What follows belongs to an exercise in optimizing a design on an open flow for small area, a short achievable clock period and few clock cycles; a production flow would make more cautious choices.
At most, simulation tests tie the RTL to the original design; equivalence was not proved.
The RTL of runs 2 to 7 was laid out without a check of its function.

**design/flow/run.sh**
```bash
#!/bin/bash
# synth_recipe.tcl (not shown) runs the flow's synth.tcl, then flattens the netlist and writes it again
# the make line also repeats each setting of config.mk as NAME=value (left out here)
make -C /OpenROAD-flow-scripts/flow DESIGN_CONFIG=/design/flow/config.mk WORK_HOME=/design/flow/orfs CLKGATE_MAP_FILE= SYNTH_SCRIPT=/design/flow/synth_recipe.tcl finish
```
**design/flow/config.mk**
```make
export PLATFORM = sky130hd
export DESIGN_NAME = rsa_encrypt
export DESIGN_NICKNAME = rsa_encrypt
export VERILOG_FILES = /design/flow/design.v
export SDC_FILE = /design/flow/constraint.sdc
export NUM_CORES = 4
export LEC_CHECK = 0
export CAP_MARGIN = 20
export CORE_MARGIN = 2
export CORE_UTILIZATION = 40
export PLACE_DENSITY = 0.6
export SLEW_MARGIN = 20
```
**design/flow/constraint.sdc**
```tcl
create_clock -name core_clock -period 5.0 [get_ports {clk}]
set_input_delay 1.0000 -clock core_clock [delete_from_list [all_inputs] [get_ports {clk}]]
set_output_delay 1.0000 -clock core_clock [all_outputs]
set_load 0.01 [all_outputs]
```
**design/flow/design.v**
```verilog
module rsa_encrypt(input clk, reset_n, compute,
                   input [31:0] M, e, n,
                   output logic [31:0] C,
                   output logic encrypt_done);
  logic        busy, mul;
  logic [4:0]  i;       
  logic [3:0]  j;       
  logic [15:0] acc, X;
  function automatic [4:0] msb32(input [31:0] v);
    msb32 = 5'd0;
    for (int k = 1; k < 32; k++) if (v[k]) msb32 = k[4:0];
  endfunction
  function automatic [3:0] msb16(input [15:0] v);
    msb16 = 4'd0;
    for (int k = 1; k < 16; k++) if (v[k]) msb16 = k[3:0];
  endfunction
  wire [15:0] nn = n[15:0];
  wire [3:0]  jtop = msb16(nn);
  wire [4:0]  itop = msb32(e);
  wire [15:0] a = mul ? M[15:0] : X;
  wire        b = X[j];
  wire [17:0] t  = {1'b0, acc, 1'b0} + (b ? {2'b0, a} : 18'd0);
  wire [18:0] t1 = {1'b0, t} - {3'b0, nn};
  wire [18:0] t2 = {1'b0, t} - {2'b0, nn, 1'b0};
  wire [15:0] acc_n = !t2[18] ? t2[15:0] : (!t1[18] ? t1[15:0] : t[15:0]);
  always_ff @(posedge clk, negedge reset_n) begin
    if (!reset_n) begin
      busy <= 1'b0;
      encrypt_done <= 1'b0;
    end else if (busy) begin
      if (j == 4'd0 && !(!mul && e[i]) && i == 5'd0) begin
        busy <= 1'b0;
        encrypt_done <= 1'b1;
      end
    end else if (encrypt_done) begin
      if (!compute) encrypt_done <= 1'b0;
    end else if (compute) begin
      if (itop == 5'd0) encrypt_done <= 1'b1;
      else busy <= 1'b1;
    end
  end
  always_ff @(posedge clk) begin
    if (busy) begin
      if (j != 4'd0) begin
        acc <= acc_n;
        j <= j - 4'd1;
      end else begin
        X <= acc_n;
        acc <= 16'd0;
        j <= jtop;
        if (!mul && e[i]) mul <= 1'b1;
        else begin
          mul <= 1'b0;
          i <= i - 5'd1;
        end
      end
    end else if (!encrypt_done) begin
      X <= M[15:0];
      acc <= 16'd0;
      j <= jtop;
      mul <= 1'b0;
      i <= itop - 5'd1;
    end
  end
  assign C = {16'd0, X};
endmodule
```
==> run notes, run 1 <==
- Final hold slack: 628 ps
- Die Span X: 123 µm
- Main synth FF type: edfxtp_1
- DR DRC count: 0
- Ant. Diodes: 0
- Post-synthesis compound-gate area fraction: 0.210
- First-pass GRT wire length: 29.2 mm
- Most common library cell in the layout ignoring fill and taps: buf_4
- Final-layout fill cell count: 1159
- Synth cell types: 69
- Element type at the critical path end: register
- Clock Skew: 11.9 ps
- Asr flop ratio synth: 0.0455
- Violation count after the first detailed-routing iteration: 355
- Core ar.: 13800 µm²
- Clock-pin slew on the worst setup and hold paths: 70 ps
- Gpl congestion: 0.922
- Cell count after placement: 1045
- CP startpoint kind: register
- Root Buffer: clkbuf_16
- Commonest non-fill, non-tap cells in the layout: 153 x buf_4, 83 x clkdlybuf4s50_1, 75 x nor2_1
- Min-delay worst type: register to register
- Hold Violations, Final: 0
- I/O Buffers: 83
- Largest family of logic cells by synthesized area: compound AO/OA/AOI/OAI gates
- Die Ht: 123 µm
- Initial antenna violation count: 0
- Mapped Cells: 646
- Total gr overflow: 0
- Post-layout util: 0.630
- Share of cells above drive strength 1: 0.334
- Crit path DAT: 5650 ps
- Non-Filler Instances: 1071
- PnR worst setup slack: -603 ps
- Final setup vio count: 32
- Post-Synth XOR/XNOR Area: 0.0574
- Crit Path Class: register to register
- Fin crit share: 1.12
- Clock tree buffer depth: 2
- Number of enable flip-flop cells after synthesis: 42
- Clk Latency, worst-skew pair: 290 ps
- SO Viols: setup timing
- Avg Inst Size Synth: 8.73 µm²
- Initial Utilization: 0.408
- DP HPWL: 14.4 mm
- CTS Hold Bufs: 0
- Maximum Capacitance Violations: 0
- Final min period: 5600 ps
- Layout area overhead: 54.3%
- Outcome: complete, but fails checks
- Fin nets: 1041
- FP Rows: 43
- Die area: 15100 µm²
- WL/cell: 17.4 µm
- Final wirelength: 18.7 mm
- Post-Syn Area: 5640 µm²
- Design area: 8710 µm²
- CTS tree: yes
- DR vias/cell: 5.48
- FMAX: 0.178 GHz
- Cts bufs inserted: 5
- First-pass DRT Iterations: 7
- Post-detailed-placement cell area: 7840 µm²
- Vias in the first global route: 5860
- Total track usage: 0.248
- IO Count: 132
- Simple-gate share of the synthesized area: 0.174
- Post-synthesis register bit count: 44
- H-tree depth: 2
- Via count: 5864
- Sequential area share after synthesis: 0.232
- Crit path required time: 5050 ps
- Antenna violation net count after detailed routing: 0
- Synth warn: 1
- Worst Path Max Fanout: 5
- RSZ-0062 raised after global routing: true
- Max transition margin: 0.355
- TritonCTS Sinks: 44
- Mux cell area share after synthesis: 0.144
- Largest net degree at the start of global routing: 24
- Max-slew violations: 0
- Post-Synth Adder-Cell Area: 0.119
- Actual slew at the worst max-slew pin: 967 ps
==> flip-flops by register name (all words and copies together), names as in the netlist <==
name,flops
encrypt_done,1
X,16
i,5
j,4
mul,1
busy,1
acc,16
==> worst paths after layout <==
path / startpoint / endpoint / slack [ps] / depth (start not counted)
worst max-delay path: j[0]$_DFFE_PP_ / X[14]$_DFFE_PP_ / -600 / 26
worst min-delay path: encrypt_done$_DFFE_PN0P_ / encrypt_done$_DFFE_PN0P_ / 630 / 1
worst max register to register: j[0]$_DFFE_PP_ / X[14]$_DFFE_PP_ / -600 / 26
worst min register to register: encrypt_done$_DFFE_PN0P_ / encrypt_done$_DFFE_PN0P_ / 630 / 1
max in group asynchronous: reset_n / encrypt_done$_DFFE_PN0P_ / 4020 / 1
min in group asynchronous: reset_n / busy$_DFF_PN0_ / 860 / 1
==> timing repair <==
item	in CTS	in global routing
cloned	3	0
pin swaps	47	26
endpoints found under the setup margin	32	32
setup buffers	14	5
resized for setup	86	37
==> per-layer routing <==
metal | part of all wire | vias to the layer above | track usage
li1 | - | 2884 | -
met1 | 0.43 | 2789 | 0.330
met2 | 0.51 | 168 | 0.436
met3 | 0.043 | 23 | 0.0237
met4 | 0.017 | 0 | 0.0474
met5 | 0 | - | 0
==> metrics by stage <==
| step | setup TNS (ps) | setup slack, ps |
|---|---|---|
| 4_1_cts | -15290 | -581 |
| 3_5_place_dp | -17470 | -699 |
| 3_3_place_gp | -14710 | -583 |
| 5_1_grt | -23460 | -828 |
| 2_1_floorplan | -1110 | -188 |
| 6_report | -16200 | -603 |
==> cell families after synthesis <==
| family | after synthesis |
|---|---|
| mux | 63 |
| compound gates | 175 |
| simple gates | 202 |
| buf+inv | 72 |
| other cells | 1 |
| flops | 44 |
| fa+ha+maj | 52 |
| xor+xnor | 37 |
==> synthesized netlist by cell type (all sizes together) (5+ instances only) <==
cell type | count | area [µm²]
nor2 | 86 | 323
and2 | 13 | 81.3
xnor2 | 25 | 219
clkbuf | 7 | 26.3
o21a | 13 | 97.6
ha | 49 | 613
o21ai | 36 | 180
xor2 | 12 | 105
nor2b | 11 | 68.8
edfxtp | 42 | 1260
nand2b | 5 | 31.3
buf | 26 | 179
o211ai | 5 | 42.5
mux2 | 16 | 180
inv | 39 | 146
nand2 | 25 | 93.8
nor3 | 18 | 90.1
mux2i | 35 | 363
a211oi | 15 | 123
a31oi | 9 | 56.3
a21o | 12 | 90.1
mux4 | 12 | 270
a21oi | 48 | 270
nor4 | 7 | 43.8
nand3 | 9 | 45.0
==> critical path: stages (launching register included) <==
cell       delay, ps
edfxtp_1         450
buf_4            170
buf_6            110
mux2i_1          250
a31oi_2          160
nor2_1           110
nor2_1            60
a221oi_2         170
buf_4            210
nor2_4            50
ha_4             170
fa_2             410
buf_6            130
a21o_1           200
a41oi_2          170
a31o_2           230
xnor2_2          140
buf_4            160
ha_4             190
or2_4            260
a31oi_4          220
a21oi_4           70
a2111oi_4        430
o21ai_4          180
buf_6            180
mux2i_4          180
mux2_4           270
==> area by class of cell <==
| class | count | area [µm²] | area share |
|---|---|---|---|
| Multi-Input combinational cell | 546 | 4670 | 0.537 |
| Clock buffer | 5 | 125 | 0.0144 |
| Sequential cell | 44 | 1310 | 0.151 |
| Inverter | 39 | 146 | 0.0168 |
| Clock inverter | 3 | 23.8 | 0.00273 |
| Timing Repair Buffer | 254 | 2200 | 0.253 |
| Tap cell | 180 | 225 | 0.0259 |
Testbench counts, summed over its fixed seeds: cycles 6,521.
==> inputs of run 2 (changes only) <==
--- a/design/flow/design.v
+++ b/design/flow/design.v
@@ -17,12 +17,20 @@
   wire [15:0] nn = n[15:0];
   wire [3:0]  jtop = msb16(nn);
   wire [4:0]  itop = msb32(e);
-  wire [15:0] a = mul ? M[15:0] : X;
-  wire        b = X[j];
-  wire [17:0] t  = {1'b0, acc, 1'b0} + (b ? {2'b0, a} : 18'd0);
-  wire [18:0] t1 = {1'b0, t} - {3'b0, nn};
-  wire [18:0] t2 = {1'b0, t} - {2'b0, nn, 1'b0};
-  wire [15:0] acc_n = !t2[18] ? t2[15:0] : (!t1[18] ? t1[15:0] : t[15:0]);
+  wire [15:0] a  = mul ? M[15:0] : X;
+  wire        b  = X[j];
+  wire [18:0] x  = {2'b0, acc, 1'b0};
+  wire [18:0] y  = b ? {3'b0, a} : 19'd0;
+  wire [18:0] z1 = ~{3'b0, nn};
+  wire [18:0] z2 = ~{2'b0, nn, 1'b0};
+  wire [18:0] s1 = x ^ y ^ z1;
+  wire [18:0] c1 = {(x[17:0] & y[17:0]) | (x[17:0] & z1[17:0]) | (y[17:0] & z1[17:0]), 1'b1};
+  wire [18:0] s2 = x ^ y ^ z2;
+  wire [18:0] c2 = {(x[17:0] & y[17:0]) | (x[17:0] & z2[17:0]) | (y[17:0] & z2[17:0]), 1'b1};
+  wire [18:0] t0 = x + y;
+  wire [18:0] t1 = s1 + c1;    
+  wire [18:0] t2 = s2 + c2;    
+  wire [15:0] acc_n = !t2[18] ? t2[15:0] : (!t1[18] ? t1[15:0] : t0[15:0]);
   always_ff @(posedge clk, negedge reset_n) begin
     if (!reset_n) begin
       busy <= 1'b0;
==> run notes, run 2 <==
- Outcome: no timing/DRC/antenna violations
- Initial Utilization: 0.409 (+0.000625)
- Critical path's top delay family: compound AO/OA/AOI/OAI gates
- Root Buffer: clkbuf_16
- DR vias/cell: 5.70 (+4.0%)
- PnR worst setup slack: 253 ps (+856 ps)
- Die Span X: 129 µm (+4.8%)
- Die Ht: 129 µm (+4.8%)
- Synth warn: 1 (unchanged)
- Share of cells above drive strength 1: 0.151 (-0.184)
- Fin nets: 1011 (-2.9%)
- Final-layout fill cell count: 1431 (+23%)
- Die area: 16500 µm² (+9.8%)
- Mapped Cells: 691 (+7.0%)
- Clock tree buffer depth: 2 (unchanged)
- Worst path cell trace: clkdlybuf4s50_1 > mux2_2 > and4b_1 > a211oi_4 > inv_2 > ha_1 > inv_1 > fa_1 > nor2b_2 > o31a_1 > o2111ai_2 > a21oi_2 > or2_0 > buf_4 > o22ai_1 > a211o_1 > a31oi_2
- TritonCTS Sinks: 44 (unchanged)
- Vias in the first global route: 5821 (-0.67%)
- Synth top area share: 0.203 (-0.0205)
- Clock-pin slew on the worst setup and hold paths: 60 ps (about the same)
- WL/cell: 18.6 µm (+6.6%)
- H-tree depth: 2 (unchanged)
- Synth area leaders: edfxtp_1 20%, fa_1 11%, ha_1 10%
- Most common library cell in the layout ignoring fill and taps: nor2_1
- Cell count after placement: 1007 (-3.6%)
- Main synth FF type: edfxtp_1
- Number of enable flip-flop cells after synthesis: 42 (unchanged)
- Violation count after the first detailed-routing iteration: 285 (-20%)
- Max transition margin: 0.396 (+0.0404)
- Non-Filler Instances: 1017 (-5.0%)
- Dominant cell type by area after synthesis: edfxtp_1
- First-pass GRT wire length: 30.6 mm (+4.6%)
- DR DRC count: 0 (unchanged)
- Maximum Capacitance Violations: 0 (unchanged)
- Antenna violation net count after detailed routing: 0 (unchanged)
- Core ar.: 15200 µm² (+9.9%)
- I/O Buffers: 83 (unchanged)
- FMAX: 0.211 GHz (+18%)
- Final min period: 4750 ps (-856 ps)
- Min-delay worst type: register to register
- Ant. Diodes: 0 (unchanged)
- Post-Syn Area: 6210 µm² (+10%)
- Sequential area share after synthesis: 0.211 (-0.0213)
- Max-slew violations: 0 (unchanged)
- Top-count cell post-synth: nor2_1
- Slowest cell delay on critical path: 440 ps (about the same)
- Crit-path slowest cell: clkdlybuf4s50_1
- Via count: 5792 (-1.2%)
- Layout area overhead: 26.5%
- Worst Path Max Fanout: 5 (unchanged)
- Cts bufs inserted: 5 (unchanged)
- CP startpoint kind: primary input
- Initial antenna violation count: 0 (unchanged)
- Setup tns final: 0 ps (+16200 ps)
- FP Rows: 45 (+4.7%)
- Post-layout util: 0.517 (-0.113)
- Total gr overflow: 0 (unchanged)
- Avg Inst Size Synth: 8.99 µm² (+2.9%)
- Actual slew at the worst max-slew pin: 906 ps (-61.6 ps)
- CTS tree: yes
- Hold Violations, Final: 0 (unchanged)
- Clk Latency, worst-skew pair: 300 ps (about the same)
- CTS Hold Bufs: 0 (unchanged)
- DP HPWL: 15.9 mm (+10%)
- IO Count: 132 (unchanged)
- First-pass DRT Iterations: 5 (-2)
- Clock Skew: 7.07 ps (-4.87 ps)
- Element type at the critical path end: register
- Total track usage: 0.236 (-0.0111)
- CP Buf/Inv Count: 4 (-2)
- Commonest non-fill, non-tap cells in the layout: 85 x nor2_1, 83 x clkdlybuf4s50_1, 69 x buf_4
- Asr flop ratio synth: 0.0455 (unchanged)
- Final wirelength: 18.9 mm (+1.3%)
- Fin crit share: 0.949 (-0.171)
- Synth cell types: 72 (+4.3%)
- Largest net degree at the start of global routing: 35 (+46%)
- Place WS: -242 ps (+457 ps)
- Gpl congestion: 0.925 (+0.31%)
- Final setup vio count: 0 (-100%)
- Crit path DAT: 4860 ps (-790 ps)
- Biggest regs: X: 16 flops, acc: 16 flops, i: 5 flops
- RSZ-0062 raised after global routing: true
- Crit path required time: 5120 ps (+70 ps)
- Crit Path Class: primary input to register
- Top post-synthesis cells by count: 87 x nor2_1, 53 x a21oi_1, 50 x ha_1, 42 x edfxtp_1, 39 x inv_1
- Post-synthesis register bit count: 44 (unchanged)
[run 2: metal layers]
layer  up-vias  wire length, µm  GRT usage
met5         -                0          0
met4         0              346     0.0575
met3        25             1240     0.0453
met2       191             8620      0.381
met1      2774             8690      0.330
li1       2802                -          -
[run 2: what timing repair did]
action | 4_1_cts | 5_1_grt
gates resized for setup | 1 | 14
setup buffers | 0 | 2
endpoints found under the setup margin | 1 | 30
pin swaps | 0 | 2
[run 2: cell type report]
| type | count | area (µm²) | share of cell area |
|---|---|---|---|
| Multi-Input combinational cell | 585 | 4650 | 0.592 |
| Timing Repair Buffer | 153 | 1370 | 0.174 |
| Sequential cell | 44 | 1310 | 0.167 |
| Tap cell | 188 | 235 | 0.0299 |
| Inverter | 40 | 150 | 0.0191 |
| Clock buffer | 5 | 125 | 0.0159 |
| Clock inverter | 2 | 12.5 | 0.00159 |
[run 2: cell families (layout without fill, tap and decap cells)]
family / Yosys count / count (layout) / synth area share
buffers and inverters: 77 / 200 / 0.0582
AND/OR/NAND/NOR: 212 / 212 / 0.159
XOR/XNOR: 36 / 36 / 0.0508
adder cells (fa/ha/maj): 83 / 83 / 0.207
flip-flops: 44 / 44 / 0.211
other: 1 / 16 / 0.000604
AO/OA/AOI/OAI: 193 / 193 / 0.212
multiplexers: 45 / 45 / 0.102
[run 2: per-stage QoR]
step	hold slack (ps)	instance area (µm²)
finish	584	7860
global route	609	7860
CTS	583	7780
detailed placement	565	7640
global placement	571	7640
floorplan	583	6270
[run 2: worst paths after layout]
kind	startpoint	endpoint	slack, ps	cells after the start
worst max-delay path	M[0]	X[11]$_DFFE_PP_	250	17
worst min-delay path	encrypt_done$_DFFE_PN0P_	encrypt_done$_DFFE_PN0P_	580	2
worst min register to register	encrypt_done$_DFFE_PN0P_	encrypt_done$_DFFE_PN0P_	580	2
worst max register to register	X[1]$_DFFE_PP_	X[11]$_DFFE_PP_	310	18
max in group asynchronous	reset_n	encrypt_done$_DFFE_PN0P_	4000	1
min in group asynchronous	reset_n	busy$_DFF_PN0_	880	1
[run 2: worst reg2reg max path, cell delays in order (launching register included)]
cell and delay, ps:
edfxtp_1 470, mux4_2 480, mux2_2 290, o21ai_1 180, buf_4 180, buf_4 110
nor2_1 40, buf_4 160, fa_1 470, ha_1 260, or3_1 360, o2111ai_2 260
a21oi_2 110, buf_4 150, buf_4 150, o21ai_0 160, o22ai_1 100, a211o_1 330
a31oi_2 250
==> inputs of run 3 (changes only) <==
==> design/flow/design.v (replaced) <==
module rsa_encrypt(input clk, reset_n, compute,
                   input [31:0] M, e, n,
                   output logic [31:0] C,
                   output logic encrypt_done);
  logic        busy, first, mul, yb, eb;
  logic [4:0]  i;       
  logic [3:0]  j;       
  logic [15:0] acc, X, nr;
  function automatic [4:0] msb32(input [31:0] v);
    msb32 = 5'd0;
    for (int k = 1; k < 32; k++) if (v[k]) msb32 = k[4:0];
  endfunction
  function automatic [3:0] msb16(input [15:0] v);
    msb16 = 4'd0;
    for (int k = 1; k < 16; k++) if (v[k]) msb16 = k[3:0];
  endfunction
  always_ff @(posedge clk) nr <= n[15:0];
  wire [3:0]  jtop = msb16(nr);
  wire [4:0]  itop = msb32(e);
  wire [15:0] Y    = mul ? M[15:0] : X;
  wire [18:0] x  = {2'b0, acc, 1'b0};
  wire [18:0] y  = yb ? {3'b0, X} : 19'd0;
  wire [18:0] z1 = ~{3'b0, nr};
  wire [18:0] z2 = ~{2'b0, nr, 1'b0};
  wire [18:0] s1 = x ^ y ^ z1;
  wire [18:0] c1 = {(x[17:0] & y[17:0]) | (x[17:0] & z1[17:0]) | (y[17:0] & z1[17:0]), 1'b1};
  wire [18:0] s2 = x ^ y ^ z2;
  wire [18:0] c2 = {(x[17:0] & y[17:0]) | (x[17:0] & z2[17:0]) | (y[17:0] & z2[17:0]), 1'b1};
  wire [18:0] t0 = x + y;
  wire [18:0] t1 = s1 + c1;    
  wire [18:0] t2 = s2 + c2;    
  wire [15:0] acc_n = !t2[18] ? t2[15:0] : (!t1[18] ? t1[15:0] : t0[15:0]);
  wire last = !first && j == 4'd0;
  always_ff @(posedge clk, negedge reset_n) begin
    if (!reset_n) begin
      busy <= 1'b0;
      encrypt_done <= 1'b0;
    end else if (busy) begin
      if (last && !(!mul && eb) && i == 5'd0) begin
        busy <= 1'b0;
        encrypt_done <= 1'b1;
      end
    end else if (encrypt_done) begin
      if (!compute) encrypt_done <= 1'b0;
    end else if (compute) begin
      if (itop == 5'd0) encrypt_done <= 1'b1;
      else busy <= 1'b1;
    end
  end
  always_ff @(posedge clk) begin
    eb <= e[i];
    if (busy) begin
      if (first) begin
        acc <= Y[jtop] ? X : 16'd0;
        yb <= Y[jtop - 4'd1];
        j <= jtop - 4'd1;
        first <= 1'b0;
      end else if (!last) begin
        acc <= acc_n;
        yb <= Y[j - 4'd1];
        j <= j - 4'd1;
      end else begin
        X <= acc_n;
        first <= 1'b1;
        if (!mul && eb) mul <= 1'b1;
        else begin
          mul <= 1'b0;
          i <= i - 5'd1;
        end
      end
    end else if (!encrypt_done) begin
      X <= M[15:0];
      first <= 1'b1;
      mul <= 1'b0;
      i <= itop - 5'd1;
    end
  end
  assign C = {16'd0, X};
endmodule
==> run notes, run 3 <==
- Die Ht: 139 µm (+7.8%)
- FF+latch area: 1710 µm² (+31%)
- Initial antenna violation count: 0 (unchanged)
- Cell count after placement: 1106 (+9.8%)
- Worst Path Max Fanout: 17 (+12)
- Maximum Capacitance Violations: 0 (unchanged)
- Setup bufs post-CTS: 0 (unchanged)
- Largest net degree at the start of global routing: 36 (+2.9%)
- Final min period: 4660 ps (-85.6 ps)
- Post-Syn Area: 7250 µm² (+17%)
- Synth cell types: 73 (+1.4%)
- RSZ-0062 raised after global routing: false
- FF-to-FF End: acc[15]$_DFFE_PP_
- FMAX: 0.215 GHz (+1.8%)
- Cts bufs inserted: 9 (+4)
- Final setup vio count: 0 (unchanged)
- Outcome: no timing/DRC/antenna violations
- DR vias/cell: 5.40 (-5.2%)
- R2r setup slk: 340 ps (+30 ps)
- Final wirelength: 19.0 mm (+0.71%)
- PostCTS Resize Cnt: 0 (-1)
- Fin nets: 1070 (+5.8%)
- Layout area overhead: 17.8%
- Mapped Cells: 808 (+17%)
- Clk Latency, worst-skew pair: 350 ps (+50 ps)
- Post-synthesis register bit count: 63 (+43%)
- Min-delay worst type: register to register
- H-tree depth: 3 (+1)
- CTS Hold Bufs: 0 (unchanged)
- DP HPWL: 15.6 mm (-2.1%)
- Avg Inst Size Synth: 8.97 µm² (-0.25%)
- Hold Violations, Final: 0 (unchanged)
- Setup tns final: 0 ps (unchanged)
- Non-Filler Instances: 1122 (+10%)
- DR DRC count: 0 (unchanged)
- Total gr overflow: 0 (unchanged)
- Crit path DAT: 4730 ps (-130 ps)
- Actual slew at the worst max-slew pin: 958 ps (+51.8 ps)
- Synth top area share: 0.182 (-0.0207)
- First-pass GRT wire length: 30.7 mm (+0.57%)
- FP Rows: 49 (+8.9%)
- Share of cells above drive strength 1: 0.0896 (-0.0612)
- Synth area leaders: edfxtp_1 18%, fa_1 9.1%, ha_1 8.6%
- Crit path required time: 5070 ps (-50 ps)
- Gpl congestion: 0.869 (-6.0%)
- Total track usage: 0.203 (-0.0338)
- Initial Utilization: 0.406 (-0.00251)
- Worst R2R Start: yb$_DFFE_PP_
- TritonCTS Sinks: 63 (+43%)
- Final hold slack: 563 ps (-21.6 ps)
- Most common library cell in the layout ignoring fill and taps: inv_1
- Clock Skew: 10.7 ps (+3.68 ps)
- Root Buffer: clkbuf_16
- Vias in the first global route: 5910 (+1.5%)
- Dominant cell type by area after synthesis: edfxtp_1
- Antenna violation net count after detailed routing: 0 (unchanged)
- Crit Path Class: register to register
- Clock-pin slew on the worst setup and hold paths: 60 ps (about the same)
- Top-count cell post-synth: inv_1
- Worst Reg2Reg Path Length in Cells: 14 (-4)
- IO Count: 132 (unchanged)
- Via count: 6059 (+4.6%)
- Max-slew violations: 0 (unchanged)
- Die area: 19200 µm² (+16%)
- Sequential area share after synthesis: 0.236 (+0.0252)
- Top post-synthesis cells by count: 115 x inv_1, 62 x nand2_1, 58 x nor2_1, 54 x a21oi_1, 50 x ha_1
- Element type at the critical path end: register
- Area occupied by multi-input gates: 4920 µm² (+5.6%)
- Max transition margin: 0.361 (-0.0346)
- CTS tree: yes
- Violation count after the first detailed-routing iteration: 329 (+15%)
- Ant. Diodes: 0 (unchanged)
- Main synth FF type: edfxtp_1
- WHS Endpoint: first$_SDFFCE_PN1P_
- Die Span X: 139 µm (+7.8%)
- CP startpoint kind: register
- Biggest regs: X: 16 flops, acc: 16 flops, nr: 16 flops
- Core ar.: 17800 µm² (+17%)
- Commonest non-fill, non-tap cells in the layout: 115 x inv_1, 83 x clkdlybuf4s50_1, 62 x nand2_1
- Number of enable flip-flop cells after synthesis: 44 (+4.8%)
- Post-layout util: 0.479 (-0.0383)
- Fin crit share: 0.932 (-0.0171)
- Worst hold stages: 1 (-1)
- I/O Buffers: 83 (unchanged)
- First-pass DRT Iterations: 5 (unchanged)
- Synth warn: 1 (unchanged)
- Hold path start: busy$_DFF_PN0_
- Final-layout fill cell count: 1746 (+22%)
- WL/cell: 17.0 µm (-8.7%)
- Clock tree buffer depth: 2 (unchanged)
- Asr flop ratio synth: 0.0317 (-0.0137)
run 3: changes by cell type after synthesis, sizes merged, moves of 10 or more:
| cell | delta |
|---|---|
| dfxtp | +17 |
| nor2 | -28 |
| o22ai | +10 |
| nand2 | +27 |
| o21ai | +11 |
| inv | +75 |
run 3: kinds of logic after synthesis:
kind of cell	count (synthesis)	share of synthesized area
buf+inv	153	0.0936
mux	58	0.117
fa+ha+maj	83	0.178
other cells	1	0.000518
flops	63	0.236
compound gates	207	0.198
xor+xnor	37	0.0447
simple gates	206	0.133
run 3: worst max-delay path, stage by stage, from the launching register on:
cell and delay (ps):
edfxtp_1 750, nand2_1 270, fa_1 540, inv_1 40, ha_1 330, nor3_1 410
nor3_1 120, a221oi_1 510, a21oi_1 280, a31oi_1 260, mux2i_1 210, o211ai_1 120
mux2i_1 300, buf_4 180, o22ai_2 60
run 3: stage by stage:
step	instance area, µm²	setup slack, ps
finish	8540	338
global route	8540	61.8
CTS	8540	368
detailed placement	8260	386
global placement	8260	448
floorplan	7300	1160
run 3: per-layer routing:
metal	wire [µm]	GRT usage	share of wire
met1	9150	0.286	0.48
met2	8820	0.331	0.46
met3	862	0.0300	0.045
met4	197	0.0456	0.010
met5	0	0	0
run 3: final cells by class:
type / count / area share
Multi-Input combinational cell: 607 / 0.576
Sequential cell: 63 / 0.200
Timing Repair Buffer: 92 / 0.107
Inverter: 115 / 0.0506
Tap cell: 229 / 0.0336
Clock buffer: 9 / 0.0264
Clock inverter: 7 / 0.00645
run 3: how the worst max path moves through the flow:
| stage | cells after the start | slack (ps) | start | to |
|---|---|---|---|---|
| 5_1_grt | 14 | 60 | yb$_DFFE_PP_ | acc[15]$_DFFE_PP_ |
| 6_report | 14 | 340 | yb$_DFFE_PP_ | acc[15]$_DFFE_PP_ |
| 4_1_cts | 14 | 370 | yb$_DFFE_PP_ | acc[15]$_DFFE_PP_ |
| 3_3_place_gp | 14 | 450 | yb$_DFFE_PP_ | acc[15]$_DFFE_PP_ |
| 3_5_place_dp | 14 | 390 | yb$_DFFE_PP_ | acc[15]$_DFFE_PP_ |
| 2_1_floorplan | 17 | 1160 | yb$_DFFE_PP_ | acc[2]$_DFFE_PP_ |
==> inputs of run 4 (changes only) <==
--- a/design/flow/config.mk
+++ b/design/flow/config.mk
@@ -5,8 +5,10 @@
 export SDC_FILE = /design/flow/constraint.sdc
 export NUM_CORES = 4
 export LEC_CHECK = 0
+export ABC_CLOCK_PERIOD_IN_PS = 3000
 export CAP_MARGIN = 20
 export CORE_MARGIN = 2
 export CORE_UTILIZATION = 40
 export PLACE_DENSITY = 0.6
+export SETUP_SLACK_MARGIN = 1.5
 export SLEW_MARGIN = 20
==> run notes, run 4 <==
- Dominant cell type by area after synthesis: edfxtp_1
- FP Rows: 49 (unchanged)
- Final wirelength: 21.0 mm (+10%)
- DP HPWL: 15.7 mm (+0.72%)
- Cts bufs inserted: 9 (unchanged)
- Commonest non-fill, non-tap cells in the layout: 110 x inv_1, 83 x clkdlybuf4s50_1, 57 x nor2_1
- DR DRC count: 0 (unchanged)
- Sequential area share after synthesis: 0.236 (unchanged)
- CTS tree: yes
- Element type at the critical path end: register
- Most common library cell in the layout ignoring fill and taps: inv_1
- Simple-gate share of the synthesized area: 0.133 (unchanged)
- RSZ-0062 raised after global routing: true
- Slowest cell delay on critical path: 510 ps (-240 ps)
- WL/cell: 18.0 µm (+6.0%)
- Post-Synth Adder-Cell Area: 0.178 (unchanged)
- Die area: 19200 µm² (unchanged)
- Synth area leaders: edfxtp_1 18%, fa_1 9.1%, ha_1 8.6%
- CTS Hold Bufs: 0 (unchanged)
- CP Buf/Inv Count: 4 (+2)
- Initial antenna violation count: 0 (unchanged)
- I/O Buffers: 83 (unchanged)
- WP depth: 16 (+2)
- Maximum Capacitance Violations: 0 (unchanged)
- Initial Utilization: 0.406 (unchanged)
- DR vias/cell: 5.50 (+1.8%)
- Hold Violations, Final: 0 (unchanged)
- TritonCTS Sinks: 63 (unchanged)
- Die Span X: 139 µm (unchanged)
- Ant. Diodes: 0 (unchanged)
- Post-synthesis register bit count: 63 (unchanged)
- Avg Inst Size Synth: 8.97 µm² (unchanged)
- Final min period: 3760 ps (-900 ps)
- Gpl congestion: 0.916 (+5.3%)
- Synth warn: 1 (unchanged)
- Max-slew violations: 0 (unchanged)
- Post-synthesis compound-gate area fraction: 0.198 (unchanged)
- Crit path required time: 5080 ps (about the same)
- Violation count after the first detailed-routing iteration: 372 (+13%)
- Biggest regs: X: 16 flops, acc: 16 flops, nr: 16 flops
- Worst R2R Start: yb$_DFFE_PP_
- Min-delay worst type: register to register
- Cell count after placement: 1109 (+0.27%)
- Final setup vio count: 0 (unchanged)
- IO Count: 132 (unchanged)
- First-pass GRT wire length: 33.2 mm (+7.9%)
- Total track usage: 0.216 (+0.0134)
- Total gr overflow: 0 (unchanged)
- Crit path DAT: 3840 ps (-890 ps)
- Asr flop ratio synth: 0.0317 (unchanged)
- Worst Reg2Reg Path Length in Cells: 16 (+2)
- Worst path cell trace: buf_6 > nand2_8 > fa_1 > inv_2 > ha_4 > nor2b_4 > o31a_1 > o21ai_4 > a31oi_4 > o211ai_1 > buf_4 > nand2_8 > buf_6 > mux2i_1 > mux2i_2 > o22ai_2
- Crit Path Class: register to register
- Crit path from: yb$_DFFE_PP_
- Clk Latency, worst-skew pair: 350 ps (about the same)
- H-tree depth: 3 (unchanged)
- Die Ht: 139 µm (unchanged)
- Core ar.: 17800 µm² (unchanged)
- Critical Path Sink: acc[7]$_DFFE_PP_
- Crit-path slowest cell: fa_1
- Clock Skew: 8.96 ps (-1.78 ps)
- CP startpoint kind: register
- Post-detailed-placement cell area: 8290 µm² (+0.44%)
- Synth cell types: 73 (unchanged)
- Largest family of logic cells by synthesized area: compound AO/OA/AOI/OAI gates
- Fin crit share: 0.752 (-0.180)
- Largest net degree at the start of global routing: 36 (unchanged)
- Final-layout fill cell count: 1557 (-11%)
- Worst Path Max Fanout: 6 (-11)
- R2r setup slk: 1240 ps (+900 ps)
- Clock tree buffer depth: 2 (unchanged)
- Critical path's top delay family: compound AO/OA/AOI/OAI gates
- Design area: 9830 µm² (+15%)
- Non-Filler Instances: 1170 (+4.3%)
- Via count: 6432 (+6.2%)
- Clock-pin slew on the worst setup and hold paths: 60 ps (about the same)
- Fin nets: 1118 (+4.5%)
- Antenna violation net count after detailed routing: 0 (unchanged)
- Mux cell area share after synthesis: 0.117 (unchanged)
- Post-Synth XOR/XNOR Area: 0.0447 (unchanged)
- FMAX: 0.266 GHz (+24%)
- Number of enable flip-flop cells after synthesis: 44 (unchanged)
- Top post-synthesis cells by count: 115 x inv_1, 62 x nand2_1, 58 x nor2_1, 54 x a21oi_1, 50 x ha_1
- Layout area overhead: 35.7%
- Vias in the first global route: 6367 (+7.7%)
- First-pass DRT Iterations: 4 (-1)
- Main synth FF type: edfxtp_1
- Outcome: no timing/DRC/antenna violations
- Root Buffer: clkbuf_16
- Setup tns final: 0 ps (unchanged)
- Post-Syn Area: 7250 µm² (unchanged)
- Max transition margin: 0.363 (+0.00185)
- Synth top area share: 0.182 (unchanged)
- Actual slew at the worst max-slew pin: 955 ps (-2.77 ps)
- Top-count cell post-synth: inv_1
- FF-to-FF End: acc[7]$_DFFE_PP_
- Mapped Cells: 808 (unchanged)
- Share of cells above drive strength 1: 0.244 (+0.155)
-- run 4: cell counts after synthesis --
No cell type changed its count.
-- run 4: layout make-up --
cell class	count	area, µm²	area share
multi-input combinational	609	5700	0.579
sequential	63	1710	0.174
timing repair buffer	138	1350	0.137
inverter	115	435	0.0443
tap	229	287	0.0291
clock buffer	11	243	0.0247
clock inverter	5	106	0.0108
-- run 4: metal layers --
layer	routed length [µm]	track usage	vias to the layer above
met2	10300	0.360	184
li1	-	-	3128
met1	9410	0.291	3088
met3	966	0.0376	32
met4	397	0.0607	0
met5	0	0	-
-- run 4: cells by family (layout without fill, tap and decap cells) --
kind of cell	after synthesis	count (layout)
muxes	58	58
xor gates and xnor gates	37	37
AOI/OAI and AO/OA	207	208
buffers and inverters	153	269
DFF	63	63
other	1	16
adders and majority gates	83	83
and+or+nand+nor	206	207
-- run 4: worst min-delay path by stage --
stage,from,end,slack (ps),cells past startpoint
finish,busy$_DFF_PN0_,first$_SDFFCE_PN1P_,550,1
global route,busy$_DFF_PN0_,first$_SDFFCE_PN1P_,590,1
CTS,busy$_DFF_PN0_,first$_SDFFCE_PN1P_,550,1
detailed placement,busy$_DFF_PN0_,first$_SDFFCE_PN1P_,540,1
global placement,busy$_DFF_PN0_,first$_SDFFCE_PN1P_,540,1
floorplan,i[4]$_DFFE_PP_,eb$_DFF_P_,520,1
-- run 4: what timing repair did --
action,4_1_cts,5_1_grt
gates resized for setup,108,53
cloned,2,1
buffers inserted,24,18
hold endpoints to repair,0,0
pin swaps,34,28
setup endpoints to repair,33,33
-- run 4: through the flow --
step | hold WS (ps) | worst slack (ps) | utilization
after floorplan | 521 | 1510 | -
after global placement | 536 | 604 | 0.465
after detailed placement | 537 | 529 | 0.465
after CTS | 547 | 1310 | 0.525
after global routing | 585 | 1120 | 0.551
final | 549 | 1240 | 0.551
==> inputs of run 5 (changes only) <==
==> design/flow/config.mk (replaced) <==
export PLATFORM = sky130hd
export DESIGN_NAME = rsa_encrypt
export DESIGN_NICKNAME = rsa_encrypt
export VERILOG_FILES = /design/flow/design.v
export SDC_FILE = /design/flow/constraint.sdc
export NUM_CORES = 4
export LEC_CHECK = 0
export ABC_CLOCK_PERIOD_IN_PS = 2000
export CAP_MARGIN = 20
export CORE_MARGIN = 2
export CORE_UTILIZATION = 40
export PLACE_DENSITY = 0.6
export SETUP_SLACK_MARGIN = 2.5
export SLEW_MARGIN = 20
==> run notes, run 5 <==
- DR vias/cell: 5.66 (+2.9%)
- RSZ-0062 raised after global routing: true
- Violation count after the first detailed-routing iteration: 335 (-9.9%)
- Sequential area share after synthesis: 0.236 (unchanged)
- Initial antenna violation count: 0 (unchanged)
- I/O Buffers: 83 (unchanged)
- First-pass DRT Iterations: 5 (+1)
- Non-Filler Instances: 1187 (+1.5%)
- Final setup vio count: 0 (unchanged)
- Mapped Cells: 808 (unchanged)
- Largest net degree at the start of global routing: 35 (-2.8%)
- Clk Latency, worst-skew pair: 350 ps (about the same)
- Cts bufs inserted: 9 (unchanged)
- Cell count after placement: 1103 (-0.54%)
- Post-Syn Area: 7250 µm² (unchanged)
- Layout area overhead: 43.9%
- Top post-synthesis cells by count: 115 x inv_1, 62 x nand2_1, 58 x nor2_1, 54 x a21oi_1, 50 x ha_1
- Clock tree buffer depth: 2 (unchanged)
- R2r setup slk: 1270 ps (+30 ps)
- Post-detailed-placement cell area: 8420 µm² (+1.6%)
- DP HPWL: 16.0 mm (+1.7%)
- Synth cell types: 73 (unchanged)
- Clock Skew: 8.72 ps (-0.244 ps)
- Asr flop ratio synth: 0.0317 (unchanged)
- Max-slew violations: 0 (unchanged)
- Max transition margin: 0.539 (+0.176)
- First-pass GRT wire length: 35.1 mm (+5.9%)
- Gpl congestion: 0.840 (-8.3%)
- Fin crit share: 0.746 (-0.00584)
- H-tree depth: 3 (unchanged)
- CTS tree: yes
- Element type at the critical path end: register
- Post-synthesis register bit count: 63 (unchanged)
- Synth area leaders: edfxtp_1 18%, fa_1 9.1%, ha_1 8.6%
- Ant. Diodes: 0 (unchanged)
- Clock-pin slew on the worst setup and hold paths: 60 ps (about the same)
- Crit path DAT: 3830 ps (about the same)
- Die Span X: 139 µm (unchanged)
- Maximum Capacitance Violations: 0 (unchanged)
- Synth top area share: 0.182 (unchanged)
- IO Count: 132 (unchanged)
- PnR worst setup slack: 1270 ps (+29.2 ps)
- Dominant cell type by area after synthesis: edfxtp_1
- DR DRC count: 0 (unchanged)
- Share of cells above drive strength 1: 0.333 (+0.0886)
- Die area: 19200 µm² (unchanged)
- Antenna violation net count after detailed routing: 0 (unchanged)
- Avg Inst Size Synth: 8.97 µm² (unchanged)
- Hold Violations, Final: 0 (unchanged)
- Via count: 6714 (+4.4%)
- Crit Path Class: register to register
- Min-delay worst type: register to register
- Root Buffer: clkbuf_16
- Most common library cell in the layout ignoring fill and taps: inv_1
- Design area: 10400 µm² (+6.0%)
- Main synth FF type: edfxtp_1
- Final wirelength: 22.7 mm (+8.1%)
- Final min period: 3730 ps (-29.2 ps)
- Die Ht: 139 µm (unchanged)
- TritonCTS Sinks: 63 (unchanged)
- Worst Path Max Fanout: 8 (+2)
- Final hold slack: 595 ps (+45.2 ps)
- Actual slew at the worst max-slew pin: 692 ps (-263 ps)
- CTS Hold Bufs: 0 (unchanged)
- Place WS: 738 ps (+209 ps)
- FMAX: 0.268 GHz (+0.78%)
- Number of enable flip-flop cells after synthesis: 44 (unchanged)
- WL/cell: 19.2 µm (+6.6%)
- Vias in the first global route: 6683 (+5.0%)
- Core ar.: 17800 µm² (unchanged)
- Outcome: no timing/DRC/antenna violations
- Fin nets: 1135 (+1.5%)
- Initial Utilization: 0.406 (unchanged)
- Crit path required time: 5100 ps (+20 ps)
- Total track usage: 0.230 (+0.0143)
- Commonest non-fill, non-tap cells in the layout: 106 x inv_1, 56 x buf_4, 49 x nor2_1
- Setup tns final: 0 ps (unchanged)
- Synth warn: 1 (unchanged)
- Top-count cell post-synth: inv_1
- Biggest regs: X: 16 flops, acc: 16 flops, nr: 16 flops
- CP startpoint kind: register
- FP Rows: 49 (unchanged)
- Total gr overflow: 0 (unchanged)
run 5: cell counts after synthesis:
No cell type changed its count.
run 5: repair_timing:
action / CTS / global route
endpoints found under the setup margin: 48 / 47
resized for setup: 168 / 114
pin swaps: 47 / 42
cloned: 5 / 0
setup buffers: 41 / 22
run 5: worst paths after layout:
| check | to | depth (start not counted) | start |
|---|---|---|---|
| min in group asynchronous | busy$_DFF_PN0_ | 1 | reset_n |
| setup reg to reg | X[11]$_DFFE_PP_ | 18 | yb$_DFFE_PP_ |
| max in group asynchronous | encrypt_done$_DFFE_PN0P_ | 1 | reset_n |
| hold / removal | eb$_DFF_P_ | 1 | i[4]$_DFFE_PP_ |
| setup / recovery | X[11]$_DFFE_PP_ | 18 | yb$_DFFE_PP_ |
| hold reg to reg | eb$_DFF_P_ | 1 | i[4]$_DFFE_PP_ |
run 5: cell type report:
cell class              instances  area, µm²
inverters                     115        438
multi-input cells             608       6090
flip-flops and latches         63       1720
clock buffers                   9        225
repair inverters                1       5.00
clock inverters                 7        128
fillers                      1531       7420
well taps                     229        287
repair buffers                155       1530
run 5: metal layers:
metal / routed length [µm] / GRT usage
met5: 0 / 0
met1: 9820 / 0.300
met4: 387 / 0.0618
met3: 1200 / 0.0335
met2: 11300 / 0.402
run 5: kinds of logic after synthesis:
group           count (synthesis)  synth area share
simple gates                  206             0.133
buf+inv                       153            0.0936
xor+xnor                       37            0.0447
fa+ha+maj                      83             0.178
flops                          63             0.236
mux                            58             0.117
other cells                     1          0.000518
compound gates                207             0.198
run 5: worst max-delay path, cell delays in order, from the launching register on:
cell and delay [ps]:
edfxtp_1 370, buf_12 160, nand2_8 70, fa_1 500, inv_1 60, ha_4 260, o211ai_1 80, buf_4 160
a21oi_4 190, nor3_4 70, o31ai_4 260, o31ai_2 110, a22o_2 280, buf_12 140, buf_12 130, buf_16 130
nor2_1 130, a21oi_2 80, mux2_2 270
run 5: through the flow:
stage                      util
final                     0.584
after global routing      0.584
after CTS                 0.551
after detailed placement  0.472
after global placement    0.472
after floorplan               -
==> inputs of run 6 (changes only) <==
==> design/flow/design.v (replaced) <==
module rsa_encrypt(input clk, reset_n, compute,
                   input [31:0] M, e, n,
                   output logic [31:0] C,
                   output logic encrypt_done);
  logic        busy, first, keep, mul, yb, ec;
  logic [4:0]  i;       
  logic [3:0]  j;       
  logic [15:0] acc, X, nr;
  function automatic [4:0] msb32(input [31:0] v);
    msb32 = 5'd0;
    for (int k = 1; k < 32; k++) if (v[k]) msb32 = k[4:0];
  endfunction
  function automatic [3:0] msb16(input [15:0] v);
    msb16 = 4'd0;
    for (int k = 1; k < 16; k++) if (v[k]) msb16 = k[3:0];
  endfunction
  function automatic below16(input [15:0] v);
    below16 = 1'b0;
    for (int k = 0; k < 15; k++) if (v[k+1]) below16 = v[k];
  endfunction
  always_ff @(posedge clk) nr <= n[15:0];
  wire [15:0] Y = mul ? M[15:0] : X;
  wire [18:0] x  = first ? 19'd0 : {2'b0, acc, 1'b0};
  wire [18:0] y  = (first | yb) ? {3'b0, X} : 19'd0;
  wire [18:0] z1 = ~{3'b0, nr};
  wire [18:0] z2 = ~{2'b0, nr, 1'b0};
  wire [18:0] s1 = x ^ y ^ z1;
  wire [18:0] c1 = {(x[17:0] & y[17:0]) | (x[17:0] & z1[17:0]) | (y[17:0] & z1[17:0]), 1'b1};
  wire [18:0] s2 = x ^ y ^ z2;
  wire [18:0] c2 = {(x[17:0] & y[17:0]) | (x[17:0] & z2[17:0]) | (y[17:0] & z2[17:0]), 1'b1};
  wire [18:0] t0 = x + y;
  wire [18:0] t1 = s1 + c1;    
  wire [18:0] t2 = s2 + c2;    
  wire [15:0] acc_n = !t2[18] ? t2[15:0] : (!t1[18] ? t1[15:0] : t0[15:0]);
  wire y01  = Y[15:1] == 15'd0;           
  wire fin  = !first && j == 4'd0;
  wire more = !mul && ec;                 
  wire adv  = fin && !more;               
  wire triv = (e[31:1] == 31'd0) || (M[15:1] == 15'd0);    
  always_ff @(posedge clk, negedge reset_n) begin
    if (!reset_n) begin
      busy <= 1'b0;
      encrypt_done <= 1'b0;
    end else if (busy) begin
      if (adv && i == 5'd0) begin
        busy <= 1'b0;
        encrypt_done <= 1'b1;
      end
    end else if (encrypt_done) begin
      if (!compute) encrypt_done <= 1'b0;
    end else if (compute) begin
      if (triv) encrypt_done <= 1'b1;
      else busy <= 1'b1;
    end
  end
  always_ff @(posedge clk) begin
    acc <= acc_n;
    ec <= e[i];
    if (busy) begin
      if (first) begin
        first <= 1'b0;
        keep <= y01;
        j <= y01 ? 4'd0 : msb16({1'b0, Y[15:1]});
        yb <= below16(Y);
      end else begin
        j <= j - 4'd1;
        yb <= Y[j - 4'd1];
      end
      if (fin) begin
        if (!keep) X <= acc_n;
        first <= 1'b1;
        mul <= more;
        if (adv) i <= i - 5'd1;
      end
    end else if (!encrypt_done) begin
      X <= M[15:0];
      first <= 1'b1;
      mul <= 1'b0;
      i <= msb32({1'b0, e[31:1]});
    end
  end
  assign C = {16'd0, X};
endmodule
==> design/flow/config.mk (replaced) <==
export PLATFORM = sky130hd
export DESIGN_NAME = rsa_encrypt
export DESIGN_NICKNAME = rsa_encrypt
export VERILOG_FILES = /design/flow/design.v
export SDC_FILE = /design/flow/constraint.sdc
export NUM_CORES = 4
export LEC_CHECK = 0
export ABC_CLOCK_PERIOD_IN_PS = 3000
export CAP_MARGIN = 20
export CORE_MARGIN = 2
export CORE_UTILIZATION = 40
export PLACE_DENSITY = 0.6
export SETUP_SLACK_MARGIN = 1.5
export SLEW_MARGIN = 20
==> run notes, run 6 <==
- IO Count: 132 (unchanged)
- DR DRC count: 0 (unchanged)
- Initial antenna violation count: 0 (unchanged)
- Worst Path Max Fanout: 8 (unchanged)
- Crit path required time: 5090 ps (about the same)
- Place WS: 573 ps (-165 ps)
- Maximum Capacitance Violations: 0 (unchanged)
- Metal2 WL: 9.01 mm (-21%)
- Max transition margin: 0.319 (-0.220)
- Dominant cell type by area after synthesis: edfxtp_1
- Final hold slack: 585 ps (-10.2 ps)
- Top Layer Used: met4
- DR vias/cell: 5.21 (-7.8%)
- Core ar.: 17100 µm² (-4.1%)
- FP Rows: 48 (-2.0%)
- Min-delay worst type: register to register
- I/O Buffers: 83 (unchanged)
- Share of cells above drive strength 1: 0.215 (-0.118)
- Mapped Cells: 772 (-4.5%)
- Hold Violations, Final: 0 (unchanged)
- CTS Hold Bufs: 0 (unchanged)
- Asr flop ratio synth: 0.0313 (-0.000496)
- DP HPWL: 14.0 mm (-12%)
- Outcome: no timing/DRC/antenna violations
- Synth area leaders: edfxtp_1 13%, dfxtp_1 9.6%, fa_1 9.6%
- Met3 WL post-DR: 609 µm (-49%)
- Crit path DAT: 4090 ps (+260 ps)
- FMAX: 0.250 GHz (-6.8%)
- Vias in the first global route: 5845 (-13%)
- Die Span X: 135 µm (-2.3%)
- Most common library cell in the layout ignoring fill and taps: inv_1
- First-pass GRT wire length: 30.2 mm (-14%)
- Final setup vio count: 0 (unchanged)
- Metal-1 WL: 8.63 mm (-12%)
- Largest net degree at the start of global routing: 26 (-26%)
- TritonCTS Sinks: 64 (+1.6%)
- Actual slew at the worst max-slew pin: 1020 ps (+329 ps)
- Final wirelength: 18.5 mm (-19%)
- Synth cell types: 68 (-6.8%)
- Biggest regs: X: 16 flops, acc: 16 flops, nr: 16 flops
- Fin crit share: 0.801 (+0.0543)
- Initial Utilization: 0.404 (-0.00247)
- WL/cell: 16.5 µm (-14%)
- Setup tns final: 0 ps (unchanged)
- Post-synthesis register bit count: 64 (+1.6%)
- Avg Inst Size Synth: 8.95 µm² (-0.20%)
- Post-Syn Area: 6910 µm² (-4.6%)
- Layout area overhead: 35.0%
- Clock tree buffer depth: 2 (unchanged)
- RSZ-0062 raised after global routing: true
- Die Ht: 135 µm (-2.3%)
- PnR worst setup slack: 996 ps (-271 ps)
- Sequential area share after synthesis: 0.229 (-0.00733)
- Clock-pin slew on the worst setup and hold paths: 50 ps (about the same)
- Root Buffer: clkbuf_16
- Clock Skew: 10.2 ps (+1.48 ps)
- Max-slew violations: 0 (unchanged)
- CP startpoint kind: register
- Antenna violation net count after detailed routing: 0 (unchanged)
- Final-layout fill cell count: 1531 (unchanged)
- Synth warn: 1 (unchanged)
- Violation count after the first detailed-routing iteration: 321 (-4.2%)
- Clk Latency, worst-skew pair: 340 ps (about the same)
- First-pass DRT Iterations: 4 (-1)
- H-tree depth: 3 (unchanged)
- CTS tree: yes
- Total track usage: 0.211 (-0.0197)
- Crit Path Class: register to register
- Number of enable flip-flop cells after synthesis: 29 (-34%)
- Post-layout util: 0.545 (-0.0396)
- Total gr overflow: 0 (unchanged)
- Synth top area share: 0.126 (-0.0563)
- Cts bufs inserted: 9 (unchanged)
- Commonest non-fill, non-tap cells in the layout: 108 x inv_1, 83 x clkdlybuf4s50_1, 49 x nor2_1
- Fin nets: 1077 (-5.1%)
- Ant. Diodes: 0 (unchanged)
- Main synth FF type: dfxtp_1
- Final min period: 4000 ps (+271 ps)
- Via count: 5856 (-13%)
- Top post-synthesis cells by count: 114 x inv_1, 56 x nand2_1, 52 x ha_1, 51 x nor2_1, 47 x a21oi_1
- Element type at the critical path end: register
- Die area: 18300 µm² (-4.5%)
- Top-count cell post-synth: inv_1
- Gpl congestion: 0.847 (+0.81%)
## run 6: cell count changes after synthesis, sizes merged, moves of 11 or more
cell,before,now
dfxtp,17,33
o21ai,44,28
edfxtp,44,29
o22ai,15,0
nand2b,9,21
mux2,12,23
mux2i,26,37
## run 6: kinds of logic (layout without fill, tap and decap cells)
logic type / Yosys count / in the layout / share of synthesized area
and+or+nand+nor: 195 / 196 / 0.135
AOI/OAI and AO/OA: 158 / 158 / 0.156
buffers and inverters: 150 / 260 / 0.0933
adders and majority gates: 85 / 85 / 0.190
muxes: 74 / 74 / 0.140
DFF: 64 / 64 / 0.229
xor gates and xnor gates: 45 / 45 / 0.0570
other: 1 / 16 / 0.000543
## run 6: critical path, cell delays in order (launching register included)
cell,delay (ps)
edfxtp_1,490
buf_6,180
nand2b_4,150
fa_1,510
inv_2,50
ha_2,170
o211ai_1,260
a21oi_2,110
or3_4,410
a31o_4,250
a31o_4,250
a21oi_4,170
buf_12,150
mux2_4,320
mux2_4,260
## run 6: final timing paths
path | from | endpoint | slack (ps) | cells after the start
worst max-delay path | first$_SDFFCE_PN1P_ | X[2]$_DFFE_PP_ | 1000 | 14
worst min-delay path | encrypt_done$_DFFE_PN0P_ | encrypt_done$_DFFE_PN0P_ | 580 | 2
worst max register to register | first$_SDFFCE_PN1P_ | X[2]$_DFFE_PP_ | 1000 | 14
worst min register to register | encrypt_done$_DFFE_PN0P_ | encrypt_done$_DFFE_PN0P_ | 580 | 2
max in group asynchronous | reset_n | busy$_DFF_PN0_ | 4050 | 1
min in group asynchronous | reset_n | encrypt_done$_DFFE_PN0P_ | 830 | 1
## run 6: through the flow
stage | std cells | area, µm²
finish | 1123 | 9320
global route | 1123 | 9320
CTS | 1116 | 9060
detailed placement | 1067 | 8050
global placement | 1067 | 8050
floorplan | 787 | 7150
## run 6: layout make-up
class | count | area, µm² | area share
multi-input combinational | 574 | 5430 | 0.583
sequential | 64 | 1580 | 0.170
timing repair buffer | 129 | 1280 | 0.138
inverter | 115 | 434 | 0.0466
tap | 225 | 282 | 0.0302
clock buffer | 10 | 229 | 0.0246
clock inverter | 6 | 82.6 | 0.00886
## run 6: per-layer routing
| metal | vias to the layer above | track usage |
|---|---|---|
| li1 | 2885 | - |
| met1 | 2850 | 0.287 |
| met2 | 107 | 0.353 |
| met3 | 14 | 0.0344 |
| met4 | 0 | 0.0475 |
| met5 | - | 0 |
## run 6: timing repair
action | in CTS | in global routing
pin swaps | 21 | 5
endpoints found under the setup margin | 32 | 32
gates resized for setup | 83 | 40
buffers inserted | 32 | 7
hold endpoints to repair | 0 | 0
gates cloned | 1 | 0
==> inputs of run 7 (changes only) <==
==> design/flow/config.mk (replaced) <==
export PLATFORM = sky130hd
export DESIGN_NAME = rsa_encrypt
export DESIGN_NICKNAME = rsa_encrypt
export VERILOG_FILES = /design/flow/design.v
export SDC_FILE = /design/flow/constraint.sdc
export NUM_CORES = 4
export LEC_CHECK = 0
export ABC_CLOCK_PERIOD_IN_PS = 2500
export CAP_MARGIN = 20
export CORE_MARGIN = 2
export CORE_UTILIZATION = 40
export PLACE_DENSITY = 0.6
export SETUP_SLACK_MARGIN = 2.2
export SLEW_MARGIN = 20
==> run notes, run 7 <==
- Maximum Capacitance Violations: 0 (unchanged)
- Worst R2R Start: first$_SDFFCE_PN1P_
- Synth top area share: 0.126 (unchanged)
- H-tree depth: 3 (unchanged)
- Sequential area share after synthesis: 0.229 (unchanged)
- Post-Syn Area: 6910 µm² (unchanged)
- Crit-path slowest cell: fa_1
- Synth area leaders: edfxtp_1 13%, dfxtp_1 9.6%, fa_1 9.6%
- Element type at the critical path end: register
- Initial Utilization: 0.404 (unchanged)
- Biggest regs: X: 16 flops, acc: 16 flops, nr: 16 flops
- Most common library cell in the layout ignoring fill and taps: inv_1
- Crit path required time: 5100 ps (about the same)
- Min-delay worst type: register to register
- Die Span X: 135 µm (unchanged)
- CP Buf/Inv Count: 3 (unchanged)
- Fin nets: 1078 (+0.093%)
- Clock tree buffer depth: 2 (unchanged)
- Simple-gate share of the synthesized area: 0.135 (unchanged)
- Mapped Cells: 772 (unchanged)
- I/O Buffers: 83 (unchanged)
- Max transition margin: 0.502 (+0.183)
- Final min period: 3990 ps (-9.29 ps)
- DR vias/cell: 5.18 (-0.69%)
- Total track usage: 0.206 (-0.00458)
- Post-synthesis register bit count: 64 (unchanged)
- Final-layout fill cell count: 1520 (-0.72%)
- Crit Path Class: register to register
- TritonCTS Sinks: 64 (unchanged)
- Final hold slack: 598 ps (+13.2 ps)
- Actual slew at the worst max-slew pin: 740 ps (-281 ps)
- Place WS: 546 ps (-26.9 ps)
- Root Buffer: clkbuf_16
- Clk Latency, worst-skew pair: 350 ps (about the same)
- First-pass DRT Iterations: 4 (unchanged)
- WL/cell: 16.3 µm (-0.74%)
- Top post-synthesis cells by count: 114 x inv_1, 56 x nand2_1, 52 x ha_1, 51 x nor2_1, 47 x a21oi_1
- CTS tree: yes
- Final wirelength: 18.4 mm (-0.65%)
- CP startpoint kind: register
- Slowest cell delay on critical path: 530 ps (+20 ps)
- Worst path cell trace: or2_4 > buf_6 > nand2_4 > fa_1 > inv_1 > ha_4 > or3_1 > or3_4 > a31o_1 > a31o_4 > a21oi_4 > buf_12 > mux2_4 > mux2_4
- FP Rows: 48 (unchanged)
- Clock Skew: 4.39 ps (-5.81 ps)
- Die area: 18300 µm² (unchanged)
- Top-count cell post-synth: inv_1
- Clock-pin slew on the worst setup and hold paths: 60 ps (about the same)
- Mux cell area share after synthesis: 0.140 (unchanged)
- Crit path from: first$_SDFFCE_PN1P_
- Violation count after the first detailed-routing iteration: 289 (-10%)
- Cts bufs inserted: 9 (unchanged)
- Post-synthesis compound-gate area fraction: 0.156 (unchanged)
- Vias in the first global route: 5707 (-2.4%)
- Gpl congestion: 0.855 (+0.90%)
- Antenna violation net count after detailed routing: 0 (unchanged)
- Hold path start: encrypt_done$_DFFE_PN0P_
- Crit-path most repeated cell: mux2_4
- RSZ-0062 raised after global routing: true
- Fin crit share: 0.799 (-0.00186)
- Layout area overhead: 35.0% (about the same)
- Share of cells above drive strength 1: 0.219 (+0.00421)
- First-pass GRT wire length: 29.3 mm (-3.0%)
- Crit path DAT: 4090 ps (about the same)
- Commonest non-fill, non-tap cells in the layout: 109 x inv_1, 76 x clkdlybuf4s50_1, 50 x nor2_1
- Final setup vio count: 0 (unchanged)
- Synth warn: 1 (unchanged)
- Main synth FF type: dfxtp_1
- FMAX: 0.250 GHz (+0.23%)
- Core ar.: 17100 µm² (unchanged)
- Via count: 5821 (-0.60%)
- Largest net degree at the start of global routing: 25 (-3.8%)
- Max-slew violations: 0 (unchanged)
- Avg Inst Size Synth: 8.95 µm² (unchanged)
- Die Ht: 135 µm (unchanged)
- Largest family of logic cells by synthesized area: adder cells
- Outcome: no timing/DRC/antenna violations
- Setup tns final: 0 ps (unchanged)
- Hold Violations, Final: 0 (unchanged)
- IO Count: 132 (unchanged)
- Asr flop ratio synth: 0.0313 (unchanged)
- Post-Synth Adder-Cell Area: 0.190 (unchanged)
- DR DRC count: 0 (unchanged)
- Dominant cell type by area after synthesis: edfxtp_1
- Initial antenna violation count: 0 (unchanged)
- Ant. Diodes: 0 (unchanged)
- Total gr overflow: 0 (unchanged)
- Worst Path Max Fanout: 8 (unchanged)
- DP HPWL: 14.0 mm (-0.14%)
- Critical path's top delay family: simple AND/OR/NAND/NOR gates
- Number of enable flip-flop cells after synthesis: 29 (unchanged)
- PnR worst setup slack: 1010 ps (+9.29 ps)
- Synth cell types: 68 (unchanged)
- Post-Synth XOR/XNOR Area: 0.0570 (unchanged)
run 7: cell count changes in the layout (fill, tap and decap cells not counted), sizes merged:
| cell | delta |
|---|---|
| bufinv | -2 |
| clkinv | -1 |
| dlymetal6s2s | +7 |
| inv | -1 |
| clkinvlp | +2 |
| clkbuf | +2 |
| or2 | -1 |
| clkdlybuf4s50 | -7 |
| buf | +2 |
run 7: cell families after synthesis:
family,count (synthesis)
adders and majority gates,85
buffers and inverters,150
and+or+nand+nor,195
other,1
xor gates and xnor gates,45
AOI/OAI and AO/OA,158
DFF,64
muxes,74
run 7: path summary, 6_finish.rpt:
path	to	slack, ps	cells past startpoint
setup / recovery	X[2]$_DFFE_PP_	1010	14
hold / removal	encrypt_done$_DFFE_PN0P_	600	2
setup reg to reg	X[2]$_DFFE_PP_	1010	14
hold reg to reg	encrypt_done$_DFFE_PN0P_	600	2
max in group asynchronous	busy$_DFF_PN0_	4060	1
min in group asynchronous	encrypt_done$_DFFE_PN0P_	810	1
run 7: per-stage QoR:
| stage | utilization | cell area [µm²] | std cells |
|---|---|---|---|
| 2_1_floorplan | - | 7150 | 787 |
| 3_3_place_gp | 0.471 | 8050 | 1068 |
| 3_5_place_dp | 0.471 | 8050 | 1068 |
| 4_1_cts | 0.523 | 8940 | 1111 |
| 5_1_grt | 0.545 | 9330 | 1124 |
| 6_report | 0.545 | 9330 | 1124 |
run 7: cell type report:
| type | count | area (µm²) | share of cell area |
|---|---|---|---|
| flip-flops and latches | 64 | 1580 | 0.170 |
| clock buffers | 12 | 236 | 0.0254 |
| clock inverters | 4 | 22.5 | 0.00241 |
| multi-input cells | 573 | 5460 | 0.586 |
| well taps | 225 | 282 | 0.0302 |
| inverters | 115 | 432 | 0.0463 |
| repair buffers | 131 | 1310 | 0.140 |
run 7: layer usage:
layer | up-vias | track usage | routed length (µm)
met5 | - | 0 | 0
met4 | 0 | 0.0492 | 267
met3 | 19 | 0.0325 | 545
met2 | 97 | 0.345 | 8880
met1 | 2806 | 0.280 | 8660
li1 | 2899 | - | -
run 7: worst min-delay path: stages, from the launching register on:
cell,delay [ps]
dfrtp_1,410
nor2_1,70
nor2_1,90
run 7: timing repair:
item,in CTS,in global routing
resized for setup,79,51
setup endpoints to repair,34,37
setup buffers,26,13
gates cloned,1,0
hold buffers,0,0
pin swaps,9,14

-- static timing again, ports no longer ideal --
How much do the figures lean on ideal ports? The routed layouts below were timed once more, with nothing changed but the port constraints.
Step 1: set_driving_cell puts a clkbuf_16 on clk and a buf_2 on each other input, an assumption about the parent block.
Step 2 also shifts input and output timing later by t, the mid clock arrival at the registers, as if the neighbouring blocks saw the same clock.
Three values: no drivers, after step 1, after step 2; two values: the first two.
| run | t (ns) | setup slack, ns | worst setup path after step 2 | worst register clock-pin slew, ns | worst slew at a driven data input, ns |
|---|---|---|---|---|---|
| run 1 | 0.327 | -0.603 / -0.603 / -0.667 | input to register | 0.07 / 0.07 | 0.04 |
| run 2 | 0.328 | 0.253 / 0.263 / -0.065 | input to register | 0.07 / 0.07 | 0.04 |
| run 3 | 0.394 | 0.338 / 0.338 / 0.338 | register to register | 0.06 / 0.06 | 0.05 |
| run 4 | 0.387 | 1.238 / 1.238 / 1.238 | register to register | 0.06 / 0.06 | 0.05 |
| run 5 | 0.392 | 1.268 / 1.268 / 1.268 | register to register | 0.07 / 0.07 | 0.05 |
| run 6 | 0.382 | 0.996 / 0.996 / 0.996 | register to register | 0.06 / 0.06 | 0.04 |
| run 7 | 0.387 | 1.005 / 1.005 / 1.005 | register to register | 0.06 / 0.06 | 0.04 |
With both steps, setup timing fails in run 2, where it was met with ideal ports. The setup slack of run 2, which loses most, moves by +0.010 ns with the drivers and by -0.318 ns with both steps.
